Context: an optimization exercise on an open-source flow, tuned for small area, a short achievable clock period and few clock cycles per item. The choices shown serve that exercise and are no tape-out recipe. Where RTL was checked, it was by simulation tests only, not by an equivalence proof against the original. Power figures rest on the tool's default switching activity, not on a simulated workload.

== job 5888 ==
==> module SQRT, before the edit <==
module SQRT(
	RST,
	CLK,
	IN_VALID,
	IN,
	OUT_VALID,
	OUT
);
input CLK;
input RST;
input [15:0] IN;
input IN_VALID;
output [11:0] OUT;
output OUT_VALID;
reg OUT_VALID;
reg [13:0] G;       
reg [2:0] L;        
reg [13:0] E;       
reg formP;          
wire idle = ~E[0];
reg [12:0] hot;
reg run;
integer i;
always @(*) begin
	run = 1'b1;
	for (i = 0; i < 13; i = i + 1) begin
		run = run & E[i];
		hot[i] = run & ~E[i+1];
	end
end
wire last = hot[0];
wire [12:0] B = E[13:1];
wire cin = formP | (|L);
wire [14:0] sum = {1'b0, G} + {2'b01, ~B} + {14'd0, cin};
wire acc = sum[14];
wire xbit = L[2] ^ ~(L[1] | L[0]);   
wire inbit = (formP | acc) ? xbit : L[2];
wire [13:0] rem = acc ? sum[13:0] : G;
wire big = (&IN[15:4]) & (|IN[3:0]);
always @(posedge CLK) begin
	if (idle) begin
		G <= big ? 14'd0 : {1'b0, IN[15:3]};
		L <= big ? 3'd0 : IN[2:0];
		formP <= 1'b0;
	end else begin
		G <= {rem[12:0], inbit};
		L <= {L[1:0], 1'b0};
		formP <= formP | acc;
	end
end
always @(posedge CLK) begin
	if (RST)
		E[0] <= 1'b0;
	else if (IN_VALID)
		E[0] <= 1'b1;
	else if (hot[0])
		E[0] <= 1'b0;
	for (i = 1; i < 14; i = i + 1) begin
		if (IN_VALID)
			E[i] <= (i < 12);
		else if (i >= 2 && hot[i-2])
			E[i] <= acc;
		else if (i < 13 && hot[i])
			E[i] <= 1'b0;
	end
end
assign OUT = E[13:2];
always @(posedge CLK) begin
	if (RST)
		OUT_VALID <= 1'b0;
	else
		OUT_VALID <= last;
end
endmodule
Settings: LEC_CHECK=0, CAP_MARGIN=20, CORE_MARGIN=2, CORE_UTILIZATION=60, SLEW_MARGIN=20; clock period 10.0 ns.
standard.sh (not shown) runs the stock make flow with config.mk's settings and CLKGATE_MAP_FILE= SYNTH_SCRIPT=/design/flow/synth_recipe.tcl, a recipe that flattens the netlist after the stock synthesis.
==> flow/flow/run.sh <==
#!/bin/bash
# Standard layout, except:
# - ABC maps the logic with flow/area.abc (area-oriented) instead of the speed script;
#   everything else in synthesis is the standard script (synth_recipe.tcl), so the
#   registers and their names are the standard synthesis's;
# - the smallest buffer on each input and output port;
# - timing repair aimed at a setup slack well beyond the required 0.
set -euo pipefail
W=$PWD
export BUFFER_PORTS_ARGS="-buffer_cell sky130_fd_sc_hd__buf_1"
export SETUP_SLACK_MARGIN=6.8
export MY_ABC_SCRIPT=$W/flow/area.abc
export FLOW_SYNTH_TCL=$W/synth_recipe.tcl
sed "s#SYNTH_SCRIPT=[^ ]*#SYNTH_SCRIPT=$W/flow/my_synth.tcl#" standard.sh > my_standard.sh
grep -q "SYNTH_SCRIPT=$W/flow/my_synth.tcl" my_standard.sh
bash my_standard.sh > standard_make.log 2>&1
==> flow/flow/area.abc <==
strash
dch
map -a
topo
==> flow/flow/my_synth.tcl <==
# The standard synthesis, with its ABC mapping script replaced by the one in MY_ABC_SCRIPT.
proc abc {args} {
  set i [lsearch -exact $args -script]
  if { $i >= 0 && [info exists ::env(MY_ABC_SCRIPT)] } {
    set args [lreplace $args [expr {$i + 1}] [expr {$i + 1}] $::env(MY_ABC_SCRIPT)]
  }
  yosys abc {*}$args
}
source $::env(FLOW_SYNTH_TCL)
Testbench counts of job 5888, summed over its fixed seeds: cycles 41,608, items 3,200.
## Diff of input files: job 5919 against job 5888
==> flow/design.v <==
module SQRT(
	RST,
	CLK,
	IN_VALID,
	IN,
	OUT_VALID,
	OUT
);
input CLK;
input RST;
input [15:0] IN;
input IN_VALID;
output [11:0] OUT;
output OUT_VALID;
reg OUT_VALID;
reg [3:0] k;        
reg [13:0] G;       
reg [2:0] L;        
reg [11:0] Y;       
wire idle = (k == 4'd15);
wire last = (k == 4'd0);
reg [11:0] mask;
integer i;
always @(*) begin
	for (i = 0; i < 12; i = i + 1)
		mask[i] = (i < k);
end
wire [13:0] B = {1'b0, Y, 1'b0} | {2'b00, mask};
wire formP = |Y;                    
wire cin = formP | (|L);
wire [14:0] sum = {1'b0, G} + {1'b0, ~B} + {14'd0, cin};
wire acc = sum[14];
wire xbit = L[2] ^ ~(L[1] | L[0]);   
wire inbit = (formP | acc) ? xbit : L[2];
wire [13:0] rem = acc ? sum[13:0] : G;
wire big = (&IN[15:4]) & (|IN[3:0]);
always @(posedge CLK) begin
	if (idle) begin
		G <= big ? 14'd0 : {1'b0, IN[15:3]};
		L <= big ? 3'd0 : IN[2:0];
	end else begin
		G <= {rem[12:0], inbit};
		L <= {L[1:0], 1'b0};
	end
end
always @(posedge CLK) begin
	for (i = 0; i < 12; i = i + 1) begin
		if (idle)
			Y[i] <= 1'b0;
		else if (k == i)
			Y[i] <= acc;
	end
end
assign OUT = Y;
always @(posedge CLK) begin
	if (RST)
		k <= 4'd15;
	else if (IN_VALID)
		k <= 4'd11;
	else if (!idle)
		k <= k - 4'd1;
end
always @(posedge CLK) begin
	if (RST)
		OUT_VALID <= 1'b0;
	else
		OUT_VALID <= last;
end
endmodule
- Going from job 5888 to job 5919, the number of vias per cell after detailed routing was found to have gone up by about 3%.
- Job 5919 vs job 5888: share of cell area taken by flip-flops and latches down
- Maximum clock rate ends up lower on job 5888.
- [job 5919] global-route usage rose 2.6 points relative to job 5888
- In job 5919, the required arrival time at the worst endpoint came out 2200 ps below the value in job 5888.
- The higher total power came out of job 5919.
- Of job 5919 and job 5888, the lower count of cells along the worst register-to-register path belongs to job 5919.
- Compared to job 5888, job 5919 has total power density per cell area 13% higher.
- Per the comparison of job 5919 with job 5888, sequential area share after synthesis now sits lower; worst path setup slack after routing now sits higher; final area now sits higher; number of search-and-repair iterations in the first detailed-routing pass now sits at about the same level; multi-input logic portion of the cell area now sits higher.
For job 5919, only the layout was checked, not whether the RTL still works.


SQRT, a different RTL version from the one above (not shown whole).
Size in the first run: roughly 290 cells after synthesis, ~35 flip-flops.
==> module SQRT, before the edit <==
module SQRT(
	RST,
	CLK,
	IN_VALID,
	IN,
	OUT_VALID,
	OUT
);
input CLK;
input RST;
input [15:0] IN;
input IN_VALID;
output [11:0] OUT;
output OUT_VALID;
reg OUT_VALID;
reg [3:0] k;        
reg [13:0] G;       
reg [2:0] L;        
reg [11:0] Y;       
reg flag;           
wire idle = (k == 4'd15);
wire first = (k == 4'd11);
wire last = (k == 4'd0);
reg [11:0] mask;
integer i;
always @(*) begin
	for (i = 0; i < 12; i = i + 1)
		mask[i] = (i < k);
end
wire [13:0] B = {1'b0, Y, 1'b0} | {2'b00, mask};
wire formP = |Y;                    
wire cin = formP | (|L);
wire [14:0] sum = {1'b0, G} + {1'b0, ~B} + {14'd0, cin};
wire acc = sum[14];
wire xbit = L[2] ^ ~(L[1] | L[0]);   
wire inbit = (formP | acc) ? xbit : L[2];
wire [13:0] rem = acc ? sum[13:0] : G;
wire flagc = (&G[12:1]) & (G[0] | (|L));
always @(posedge CLK) begin
	if (IN_VALID) begin
		G <= {1'b0, IN[15:3]};
		L <= IN[2:0];
	end else begin
		G <= {rem[12:0], inbit};
		L <= {L[1:0], 1'b0};
	end
end
always @(posedge CLK) begin
	if (first)
		flag <= flagc;
end
always @(posedge CLK) begin
	for (i = 0; i < 12; i = i + 1) begin
		if (IN_VALID)
			Y[i] <= 1'b0;
		else if (k == i)
			Y[i] <= acc & ~(last & flag);
		else if (last & flag)
			Y[i] <= 1'b0;
	end
end
assign OUT = Y;
always @(posedge CLK) begin
	if (RST)
		k <= 4'd15;
	else if (IN_VALID)
		k <= 4'd11;
	else if (!idle)
		k <= k - 4'd1;
end
always @(posedge CLK) begin
	if (RST)
		OUT_VALID <= 1'b0;
	else
		OUT_VALID <= last;
end
endmodule
export LEC_CHECK = 0
export CAP_MARGIN = 20
export CORE_MARGIN = 2
export CORE_UTILIZATION = 40
export SLEW_MARGIN = 20
create_clock -name core_clock -period 10.0 [get_ports {CLK}]
run.sh (not shown) runs the stock make flow with config.mk's settings and CLKGATE_MAP_FILE= SYNTH_SCRIPT=/design/flow/synth_recipe.tcl, a recipe that flattens the netlist after the stock synthesis.
Stock flow here: none of the scripts above is used.
Testbench counts at the start, summed over its fixed seeds: cycles 41,608, items 3,200.
Change:
--- a/flow/design.v
+++ b/flow/design.v
@@ -15,13 +15,11 @@
 reg OUT_VALID;
 reg [3:0] k;        
 reg [13:0] G;       
 reg [2:0] L;        
 reg [11:0] Y;       
-reg flag;           
 wire idle = (k == 4'd15);
-wire first = (k == 4'd11);
 wire last = (k == 4'd0);
 reg [11:0] mask;
 integer i;
 always @(*) begin
 	for (i = 0; i < 12; i = i + 1)
@@ -33,32 +31,26 @@
 wire [14:0] sum = {1'b0, G} + {1'b0, ~B} + {14'd0, cin};
 wire acc = sum[14];
 wire xbit = L[2] ^ ~(L[1] | L[0]);   
 wire inbit = (formP | acc) ? xbit : L[2];
 wire [13:0] rem = acc ? sum[13:0] : G;
-wire flagc = (&G[12:1]) & (G[0] | (|L));
+wire big = (&IN[15:4]) & (|IN[3:0]);
 always @(posedge CLK) begin
 	if (IN_VALID) begin
-		G <= {1'b0, IN[15:3]};
-		L <= IN[2:0];
+		G <= big ? 14'd0 : {1'b0, IN[15:3]};
+		L <= big ? 3'd0 : IN[2:0];
 	end else begin
 		G <= {rem[12:0], inbit};
 		L <= {L[1:0], 1'b0};
 	end
 end
 always @(posedge CLK) begin
-	if (first)
-		flag <= flagc;
-end
-always @(posedge CLK) begin
 	for (i = 0; i < 12; i = i + 1) begin
 		if (IN_VALID)
 			Y[i] <= 1'b0;
 		else if (k == i)
-			Y[i] <= acc & ~(last & flag);
-		else if (last & flag)
-			Y[i] <= 1'b0;
+			Y[i] <= acc;
 	end
 end
 assign OUT = Y;
 always @(posedge CLK) begin
 	if (RST)
Outcome: Wire length is lower by 3.2%. Core utilization rose by 1.9 points. Final cell count came out lower by about 3%. Hold slack gets better by 0.0053 ns. Power came out lower by about 6.5%. Via count shrinks by 2.5%. Cell area shrinks by 2.8%. Area after synthesis goes down by 5.2%. Maximum frequency fell by 2.2%. Combinational power drops by about 13%. First-iteration DRC count fell by 8.8%.
Only the layout flow was run in the second run of this note; the RTL was not checked for function there.

static timing again, ports no longer ideal:
Ports are ideal in the flow. The routed layouts listed here were re-timed in OpenROAD.
Step 1 sets driving cells, clkbuf_16 on the clock port and buf_2 on the other inputs (assumed; they add their load-dependent delay and slew).
Step 2 also shifts input and output timing later by t, the mid clock arrival at the registers, as if the neighbouring blocks saw the same clock.
a / b / c = ideal ports / drivers / drivers and shift; a / b = the first two.
run	t, ns	setup WS [ns]	hold WS [ns]	clock arrival spread, ns	slew at the worst register clock pin (ns)
job 5888	0.355	6.997 / 6.982 / 6.799	0.476 / 0.476 / 0.476	0.014 / 0.014	0.10 / 0.10
job 5919	0.357	7.041 / 7.020 / 6.773	0.468 / 0.468 / 0.468	0.013 / 0.014	0.11 / 0.11
the first run of note 2	0.308	6.118 / 6.118 / 5.950	0.481 / 0.481 / 0.481	0.010 / 0.010	0.07 / 0.07
the second run of note 2	0.311	6.032 / 6.037 / 5.725	0.487 / 0.487 / 0.487	0.002 / 0.003	0.07 / 0.07
After both steps every run listed still meets setup and hold. For the second run of note 2, which loses most, drivers alone change the setup slack by +0.005 ns; drivers and shift together by -0.307 ns.
